This is an optimization exercise on Yosys and OpenROAD, whose aim is small area, a short achievable clock period and few clock cycles per item, not a production implementation. At most, simulation tests tie the RTL to the original design; equivalence was not proved. Power figures rest on the tool's default switching activity, not on a simulated workload.

Design ATCONV, start of the top module:
module  ATCONV(
	input		clk,
	input		reset,
	output 	    busy,
	input		ready,
	output reg	[11:0]	iaddr,
	input signed [12:0]	idata,
	output	reg 	cwr,
	output  reg	[11:0]	caddr_wr,
	output reg 	[12:0] 	cdata_wr,
	output	reg 	crd,
	output  	[11:0] 	caddr_rd,
	input 	[12:0] 	cdata_rd,
	output reg 	csel
	);
Size in the first run: roughly 1300 cells after synthesis, roughly 390 flip-flops, about 82 I/O pins, about 15000 um^2 of cells after synthesis.
clock: 10.0 ns
lec_check: 0
cap_margin: 20
core_margin: 2
core_utilization: 65
place_density: 0.75
slew_margin: 20
run.sh (not shown) runs the stock make flow with config.mk's settings and CLKGATE_MAP_FILE= SYNTH_SCRIPT=/design/flow/synth_recipe.tcl, a recipe that flattens the netlist after the stock synthesis.
Next try:
- ABC_CLOCK_PERIOD_IN_PS: not set -> 2000
- CORE_UTILIZATION: 65 -> 40
- PLACE_DENSITY: 0.75 -> not set
The new run completed without violations.
Synthesized area does not change.
Setup slack improved by 230 ps.
Cell area climbs by 1.9%.
Next try:
- ABC_CLOCK_PERIOD_IN_PS: 2000 -> not set
- CTS_BUF_LIST: not set -> sky130_fd_sc_hd__clkbuf_4 sky130_fd_sc_hd__clkbuf_8
Maximum frequency falls by about 0.45%.
Combinational power hardly moves.
Final area rises by 0.94%.
Routed wire length rises by about 0.9%.
Next try:
- CTS_BUF_LIST: sky130_fd_sc_hd__clkbuf_4 sky130_fd_sc_hd__clkbuf_8 -> not set
=> Power went down by 1.7%; count of clock-buffer cells in the layout went down by 39; maximum frequency went up by 0.45%; hold slack gains 16 ps; area after synthesis stays the same; wire length went down by about 0.9%.
No functional check of the RTL was part of any run of this note.

---

ATCONV, a different RTL version from the one above (not shown whole).
For scale: about 1,200 cells after synthesis, ~400 flip-flops, about 82 I/O pins, about 15,000 µm² of cells after synthesis.
==> flow/config.mk <==
export PLATFORM = sky130hd
export DESIGN_NAME = ATCONV
export DESIGN_NICKNAME = ATCONV
export VERILOG_FILES = /design/flow/design.v
export SDC_FILE = /design/flow/constraint.sdc
export NUM_CORES = 4
export LEC_CHECK = 0
export CAP_MARGIN = 20
export CORE_MARGIN = 2
export CORE_UTILIZATION = 55
export CTS_CLUSTER_DIAMETER = 100
export CTS_CLUSTER_SIZE = 30
export PLACE_DENSITY = 0.7
export SLEW_MARGIN = 20
==> flow/constraint.sdc <==
create_clock -name core_clock -period 10.0 [get_ports {clk}]
set_input_delay 2.0000 -clock core_clock [delete_from_list [all_inputs] [get_ports {clk}]]
set_output_delay 2.0000 -clock core_clock [all_outputs]
set_load 0.01 [all_outputs]
standard.sh (not shown) runs the stock make flow with config.mk's settings and CLKGATE_MAP_FILE= SYNTH_SCRIPT=/design/flow/synth_recipe.tcl, a recipe that flattens the netlist after the stock synthesis.
==> flow/flow/run.sh <==
#!/bin/bash
set -euo pipefail
export BUFFER_PORTS_ARGS="-buffer_cell sky130_fd_sc_hd__buf_2"
export SETUP_SLACK_MARGIN=6.9
bash standard.sh > standard.log 2>&1
Testbench counts at the start, summed over its fixed seeds: cycles 215,776, images 32.
Change:
==> flow/flow/run.sh (replaced) <==
#!/bin/bash
set -euo pipefail
export BUFFER_PORTS_ARGS="-buffer_cell sky130_fd_sc_hd__buf_2"
export SETUP_SLACK_MARGIN=7.05
bash standard.sh > standard.log 2>&1
--- a/flow/config.mk
+++ b/flow/config.mk
@@ -9,6 +9,5 @@
 export CORE_MARGIN = 2
-export CORE_UTILIZATION = 55
+export CORE_UTILIZATION = 40
 export CTS_CLUSTER_DIAMETER = 100
 export CTS_CLUSTER_SIZE = 30
-export PLACE_DENSITY = 0.7
 export SLEW_MARGIN = 20
Design area increases by 2.5%.
Critical path depth is lower by 11.
Die area goes up by 37%.
Global-route usage shrinks by 3.8 points.
Worst hold slack is better by 5.8 ps.
Worst setup slack is better by 4.7 ps.
Utilization goes down by 15 points.
Total power is higher by 2.9%.
Register-to-register slack is better by 70 ps.

---

Another version of the RTL of ATCONV (not shown whole).
Size: roughly 1400 cells after synthesis, ~400 flip-flops, ~82 I/O pins, ~0.015 mm^2 of cells after synthesis.
// ATCONV
module  ATCONV(
	input		clk,
	input		reset,
	output 	    busy,
	input		ready,
	output reg	[11:0]	iaddr,
	input signed [12:0]	idata,
	output	reg 	cwr,
	output  reg	[11:0]	caddr_wr,
	output reg 	[12:0] 	cdata_wr,
	output	reg 	crd,
	output  	[11:0] 	caddr_rd,
	input 	[12:0] 	cdata_rd,
	output reg 	csel
	);
Settings: LEC_CHECK=0, CAP_MARGIN=20, CORE_MARGIN=2, CORE_UTILIZATION=40, CTS_CLUSTER_DIAMETER=80, CTS_CLUSTER_SIZE=20, SLEW_MARGIN=20; clock period 10.0 ns.
==> flow/flow/run.sh <==
#!/bin/bash
set -euo pipefail
export BUFFER_PORTS_ARGS="-buffer_cell sky130_fd_sc_hd__buf_4"
export SETUP_SLACK_MARGIN=6.5
bash standard.sh > standard.log 2>&1
Testbench counts at the start, summed over its fixed seeds: cycles 223,808, images 32.
Rerun with:
Settings changed: CTS_CLUSTER_DIAMETER 80 to not set, CTS_CLUSTER_SIZE 20 to not set.
Effect: Hold slack is worse by 22 ps; non-clock buffer count is unchanged; first-iteration DRC count climbs by 0.32%; combinational power stays flat; utilization climbs by 1.7 points; wire length climbs by about 2.3%; cell area climbs by 3.7%; via count climbs by about 1.6%; sequential share of layout area drops by 1.7 points; sequential cell count stays the same; final cell count climbs by 1.9%.
Rerun with:
Settings changed: CTS_CLUSTER_DIAMETER set to 100, CTS_CLUSTER_SIZE set to 25.
After rerunning: Total power fell by 13%; synthesized area does not change; setup slack improves by 20 ps; die area does not change; first-iteration DRC count rose by 9.8%.
Rerun with:
==> flow/run.sh (new file) <==
#!/bin/bash
# synth_recipe.tcl (not shown) runs the flow's synth.tcl, then flattens the netlist and writes it again
# the make line also repeats each setting of config.mk as NAME=value (left out here)
make -C /OpenROAD-flow-scripts/flow DESIGN_CONFIG=/design/flow/config.mk WORK_HOME=/design/flow/orfs CLKGATE_MAP_FILE= SYNTH_SCRIPT=/design/flow/synth_recipe.tcl finish
Settings changed: CTS_CLUSTER_DIAMETER 100 to not set, CTS_CLUSTER_SIZE 25 to not set.
removed: flow/flow/run.sh
removed: flow/standard.sh
Final area goes up by 6.1%.
Wire length grows by 2.1%.
Register-to-register slack degrades by 90 ps.
Count of clock-buffer cells in the layout rises by 29.

---

build 22:
ATCONV, a different RTL version from the one above (not shown whole).
Size: ~1,400 cells after synthesis, roughly 82 I/O pins, about 16,000 µm² of cells after synthesis.
Settings: LEC_CHECK=0, CAP_MARGIN=20, CORE_MARGIN=2, CORE_UTILIZATION=40, CTS_CLUSTER_DIAMETER=100, CTS_CLUSTER_SIZE=30, PLACE_DENSITY=0.72, SLEW_MARGIN=20; clock period 10.0 ns.
==> flow/flow/run.sh <==
#!/bin/bash
set -euo pipefail
export BUFFER_PORTS_ARGS="-buffer_cell sky130_fd_sc_hd__buf_2"
export SETUP_SLACK_MARGIN=6.9
bash standard.sh > standard.log 2>&1
Testbench counts of build 22, summed over its fixed seeds: cycles 216,096, images 32.
For build 28, these inputs were changed with respect to build 22:
Settings: removing PLACE_DENSITY (formerly 0.72).
==> run summary <==
| power consumed by combinational cells | build 28 vs build 22 | ≈ equal |
Build 28 against build 22: met2 layer usage reported by global route rose 0.41 points; sequential share of layout area about even; share of final-layout standard cells stronger than drive strength 1 fell 0.20 points.
Looking at build 28 and build 22, the summed area of non-filler cells in the final layout is a wash.
Between build 28 and build 22, the difference in clock network latency to the later pin of the worst-skew pair is negligible.
Total routing usage reported by global routing across build 28 and build 22: no real change.
Changes in build 54 relative to build 28:
==> flow/flow/run.sh <==
#!/bin/bash
set -euo pipefail
export BUFFER_PORTS_ARGS="-buffer_cell sky130_fd_sc_hd__buf_2"
export SETUP_SLACK_MARGIN=6.5
bash standard.sh > standard.log 2>&1
==> comparison <==
Via count of the first global-routing pass: higher on build 54. Compared with build 28, in build 54 post-route worst setup slack dropped 0.20 ns; pre-CTS setup slack climbed 0.12 ns; count of inverters not on the clock network in the layout barely changed. Of the two values seen for slowest stage cell on the critical path, sky130_fd_sc_hd__dfrtp_1 was produced by build 28 and sky130_fd_sc_hd__or4b_2 by build 54. Critical path data arrival time (lower): build 28. Comparing build 54 with build 28, the logic gate share of total power came out essentially unchanged. As far as final standard cell utilization of the core is concerned, build 28 and build 54 perform about the same. Total power after layout: build 54 better than build 28. Looking at build 54 and build 28, the post-route standard cell area excluding fillers is a wash.
diff inputs: build 54 => build 8
Settings: changing CTS_CLUSTER_SIZE from 30 to 34; changing CTS_CLUSTER_DIAMETER from 100 to 90.
==> flow/flow/run.sh <==
#!/bin/bash
set -euo pipefail
export BUFFER_PORTS_ARGS="-buffer_cell sky130_fd_sc_hd__buf_2"
export SETUP_SLACK_MARGIN=6.9
bash standard.sh > standard.log 2>&1
--- outcome ---
First-pass iteration count of the detailed router, build 54 and build 8: larger value in build 54. Synthesis-to-layout area growth was higher in the run labelled build 8. Comparing build 54 and build 8, the lower peak ir drop on the vdd network is on build 54. Global router's overall resource usage (build 8 over build 54): decrease, 0.27 points. Build 54 and build 8 ended up with nearly the same number of enable flip-flop cells after synthesis. Between build 54 and build 8, the difference in post-detailed-route DRC marker count is negligible. ~same wire length reported by the detailed router in build 54 and build 8. Critical-path cell with the highest stage delay: sky130_fd_sc_hd__or4b_2 -> build 54, sky130_fd_sc_hd__dfrtp_1 -> build 8.

---

## 08-18
The RTL this note starts from:
==> flow/design.v <==
`timescale 1ns/10ps
module  ATCONV(
	input		clk,
	input		reset,
	output 	    busy,
	input		ready,
	output reg	[11:0]	iaddr,
	input signed [12:0]	idata,
	output	reg 	cwr,
	output  reg	[11:0]	caddr_wr,
	output reg 	[12:0] 	cdata_wr,
	output	reg 	crd,
	output  	[11:0] 	caddr_rd,
	input 	[12:0] 	cdata_rd,
	output reg 	csel
	);
	localparam K = 4;           
	localparam L = K + 2;       
	function [12:0] inc13;
		input [12:0] x;
		input ci;
		reg c;
		integer i;
		begin
			c = ci;
			for (i = 0; i < 13; i = i + 1) begin
				inc13[i] = x[i] ^ c;
				c = c & x[i];
			end
		end
	endfunction
	reg        run;
	reg        busy_r;    
	reg [2:0]  ci;
	reg [5:0]  s;
	reg        cp;
	reg [4:0]  b;
	assign busy = busy_r;
	wire tail   = b[4] & (s == 6'd2);
	wire last_i = tail ? (ci == 3'd4) : (ci == L-1);
	reg [2:0] n_ci;
	reg [5:0] n_s;
	reg       n_cp;
	reg [4:0] n_b;
	always @(*) begin
		n_ci = ci + 3'd1;
		n_s  = s;
		n_cp = cp;
		n_b  = b;
		if (last_i) begin
			n_ci = 3'd0;
			if (b[4]) begin
				if (s != 6'd2) n_s = s + 6'd1;
			end else if (s == 6'd32) begin
				n_s = 6'd0;
				n_cp = ~cp;
				if (cp) n_b = b + 5'd1;
			end else
				n_s = s + 6'd1;
		end
	end
	wire [7:0] row  = {b[4:1], 3'b000} + {7'd0, b[0]} + {4'd0, ci, 1'b0} - 8'd2;
	wire [5:0] rowc = row[7] ? 6'd0 : (row[6] ? 6'd63 : row[5:0]);
	wire [5:0] sm1  = s - 6'd1;
	wire [5:0] s32  = 6'd32 - s;
	wire [5:0] col  = cp ? ((s == 6'd0) ? 6'd0 : {sm1[4:0], 1'b1})
	                     : ((s == 6'd0) ? 6'd63 : {s32[4:0], 1'b0});
	wire wv = (ci >= 3'd2) &
	          (((s >= 6'd2) & ~b[4]) | ((s == 6'd0) & ((b != 5'd0) | cp)));
	wire fl = (s == 6'd0);      
	reg [12:0] pix, x1, x2;
	always @(posedge clk) begin
		pix <= idata;
		x1  <= pix;
		x2  <= x1;
	end
	reg [3:0] wvp;           
	reg [2:0] flp;           
	always @(posedge clk or posedge reset) begin
		if (reset) begin
			wvp <= 4'b0000;
			flp <= 3'b000;
		end else begin
			wvp <= {wvp[2:0], wv & run};
			flp <= {flp[1:0], fl};
		end
	end
	reg [17*L-1:0] Pring;
	reg [16*L-1:0] Nring;
	wire [15:0] sx2 = {{3{x2[12]}}, x2};
	wire [15:0] spx = {{3{pix[12]}}, pix};
	wire [15:0] v   = sx2 + spx + {x1[12], x1, 2'b00} + 16'd94;                 
	wire [16:0] cc  = {x1, 4'b0000} - {sx2[15], sx2, 1'b0} - {spx[15], spx, 1'b0};  
	reg  [15:0] Vr;
	reg  [16:0] Cr;
	always @(posedge clk) begin
		Vr <= v;
		Cr <= cc;
	end
	wire [15:0] Nh = Nring[15:0];
	wire [15:0] Xo = flp[2] ? Nh : Vr;
	wire [16:0] t2 = Pring[16:0] - {Xo[15], Xo};    
	wire [16:0] Pn = Cr - {Nh[15], Nh};
	reg  [12:0] t2r;
	always @(posedge clk) begin
		Pring <= {Pn, Pring[17*L-1:17]};
		Nring <= {Vr, Nring[16*L-1:16]};
		t2r   <= t2[16:4];
	end
	wire ok0 = ~t2r[12] & (|t2r[11:0]) & (t2r[11:0] < 12'hFF5);
	wire [12:0] l0 = {1'b0, t2r[11:0] & {12{ok0}}};
	reg [5:0] wrow, wcol;
	always @(posedge clk or posedge reset) begin
		if (reset) begin
			wrow <= 6'd0;
			wcol <= 6'd62;
		end else if (wvp[3]) begin
			if (wrow[2:1] != 2'b11)
				wrow <= wrow + 6'd2;
			else begin
				wrow <= wrow - 6'd6;
				if (wcol == 6'd63) begin
					wcol <= 6'd62;
					wrow <= wrow[0] ? wrow + 6'd1 : wrow - 6'd5;
				end else if (wcol == 6'd0)
					wcol <= 6'd1;
				else if (wcol[0])
					wcol <= wcol + 6'd2;
				else
					wcol <= wcol - 6'd2;
			end
		end
	end
	reg [12:0] pc;             
	reg        pst, pwp, c0;
	reg [12:0] mx;
	assign caddr_rd = {pc[11:7], pc[1], pc[6:2], pc[0]};
	reg  [3:0]  rg;            
	wire [3:0]  ng  = pc[12:9] + {3'd0, crd & (&pc[8:0])};
	wire        pen = ~ng[3] & (ng < rg);
	wire [9:0]  l1a = pc[11:2] - 10'd1;
	wire [8:0]  mxi = mx[12:4] + 9'd1;
	wire [12:0] l1 = (mx[3:0] != 4'd0) ? {mxi, 4'b0000} : mx;
	wire wr1  = (ci == 3'd4) & pwp;
	reg  done;     
	always @(posedge clk) begin
		if (crd) mx <= (c0 | (cdata_rd > mx)) ? cdata_rd : mx;
		cdata_wr <= wr1 ? l1 : l0;
		caddr_wr <= wr1 ? {2'b00, l1a} : {wrow, wcol};
		if (!run) iaddr <= 12'd63;
		else iaddr <= {rowc, col};
	end
	always @(posedge clk)
		busy_r <= ~reset & (run ? ~done : ready);
	always @(posedge clk or posedge reset) begin
		if (reset) begin
			done <= 1'b0;
			run <= 1'b0;
			ci <= 3'd1; s <= 6'd0; cp <= 1'b0; b <= 5'd0;
			pc <= 13'd0; pst <= 1'b0; pwp <= 1'b0; c0 <= 1'b0; rg <= 4'd0;
			crd <= 1'b0; cwr <= 1'b0; csel <= 1'b0;
		end else begin
			rg <= ((s >= 6'd2) | cp | b[0]) ? b[4:1] : ((b[4:1] == 4'd0) ? 4'd0 : b[4:1] - 4'd1);
			if (!run) begin
				run <= ready;
				cwr <= 1'b0;
				crd <= 1'b0;
				csel <= 1'b0;
				c0 <= 1'b0;
			end else if (done) begin
				run <= 1'b0;
				ci <= 3'd1; s <= 6'd0; cp <= 1'b0; b <= 5'd0;
				pc <= 13'd0; pst <= 1'b0; pwp <= 1'b0; c0 <= 1'b0; done <= 1'b0;
				crd <= 1'b0; cwr <= 1'b0; csel <= 1'b0;
			end else begin
				ci <= n_ci; s <= n_s; cp <= n_cp; b <= n_b;
				pc <= inc13(pc, crd);
				if (ci == 3'd3) begin
					pst <= pen;
					pwp <= pst;
					crd <= pen;
					c0  <= pen;
				end else begin
					c0 <= 1'b0;
					crd <= (ci == 3'd4 || ci == 3'd5) ? 1'b0 : pst;
				end
				cwr  <= wvp[3] | wr1;
				csel <= wr1;
				done <= wr1 & (l1a == 10'h3FF);
			end
		end
	end
endmodule
==> flow/config.mk <==
export PLATFORM = sky130hd
export DESIGN_NAME = ATCONV
export DESIGN_NICKNAME = ATCONV
export VERILOG_FILES = /design/flow/design.v
export SDC_FILE = /design/flow/constraint.sdc
export NUM_CORES = 4
export LEC_CHECK = 0
export CAP_MARGIN = 20
export CORE_MARGIN = 2
export CORE_UTILIZATION = 40
export CTS_CLUSTER_DIAMETER = 100
export CTS_CLUSTER_SIZE = 30
export SLEW_MARGIN = 20
==> flow/constraint.sdc <==
create_clock -name core_clock -period 10.0 [get_ports {clk}]
set_input_delay 2.0000 -clock core_clock [delete_from_list [all_inputs] [get_ports {clk}]]
set_output_delay 2.0000 -clock core_clock [all_outputs]
set_load 0.01 [all_outputs]
==> flow/flow/run.sh <==
#!/bin/bash
set -euo pipefail
export BUFFER_PORTS_ARGS="-buffer_cell sky130_fd_sc_hd__buf_2"
export SETUP_SLACK_MARGIN=6.5
bash standard.sh > standard.log 2>&1
Per the final summary, 08-18 finished and its layout is clean on timing, DRC and antenna.
> inputs changed (08-18 -> 02-03)
Settings: CTS_CLUSTER_SIZE changed from 30 to 25.
## What came out
02-03 did not stop at any stage, and its layout met the timing, DRC and antenna checks. Against 08-18, 02-03 comes in 0.80% higher on standby leakage power. Between 02-03 and 08-18, the arrival time of data at the critical path endpoint does not differ in any meaningful way. The core of 02-03 is more densely filled than that of 08-18. On wire length, 02-03 does worse than 08-18. The design area of 02-03 was inferior to that of 08-18.
No run of this note included a check of the RTL's function; only the layout flow was run.

==> separate check: timing with driven ports <==
In the flow no input, the clock included, has a driving cell. The finished layouts below were timed again as built, in two steps. Step 1, drivers: a clkbuf_16 drives clk and a buf_2 each remaining input, both assumed. Step 2, shift: input delay + t, output delay - t, t = (earliest + latest rising clock arrival at the registers) / 2. This alone moves slack from input paths to output paths. a / b / c = ideal ports / drivers / drivers and shift; a / b = the first two.
run | t, ns | setup WS [ns] | worst setup path at the end | worst slew at a driven data input, ns
the first run of note 1 | 0.550 | 5.953 / 5.906 / 6.226 | register to register | 0.04
the second run of note 1 | 0.583 | 6.187 / 6.187 / 6.187 | register to register | 0.04
the third run of note 1 | 0.611 | 6.170 / 6.170 / 6.170 | register to register | 0.04
the fourth run of note 1 | 0.583 | 6.187 / 6.187 / 6.187 | register to register | 0.04
the first run of note 2 | 0.559 | 7.013 / 6.966 / 6.883 | input to register | 0.05
the second run of note 2 | 0.564 | 7.018 / 6.967 / 6.823 | input to register | 0.03
the first run of note 3 | 0.597 | 6.704 / 6.652 / 6.192 | input to register | 0.04
the second run of note 3 | 0.607 | 6.706 / 6.654 / 6.181 | input to register | 0.04
the third run of note 3 | 0.569 | 6.726 / 6.672 / 6.193 | input to register | 0.04
the fourth run of note 3 | 0.611 | 6.161 / 6.189 / 5.578 | input to register | 0.06
build 22 | 0.566 | 6.947 / 6.901 / 6.894 | input to register | 0.03
build 28 | 0.573 | 6.966 / 6.913 / 6.906 | input to register | 0.04
build 54 | 0.574 | 6.769 / 6.769 / 6.769 | register to register | 0.04
build 8 | 0.582 | 6.939 / 6.885 / 6.905 | input to register | 0.04
08-18 | 0.568 | 6.647 / 6.596 / 6.278 | input to register | 0.04
02-03 | 0.581 | 6.637 / 6.587 / 6.262 | input to register | 0.04
After both steps every run listed still meets setup and hold. For the fourth run of note 3, which loses most, drivers alone change the setup slack by +0.028 ns; drivers and shift together by -0.583 ns.
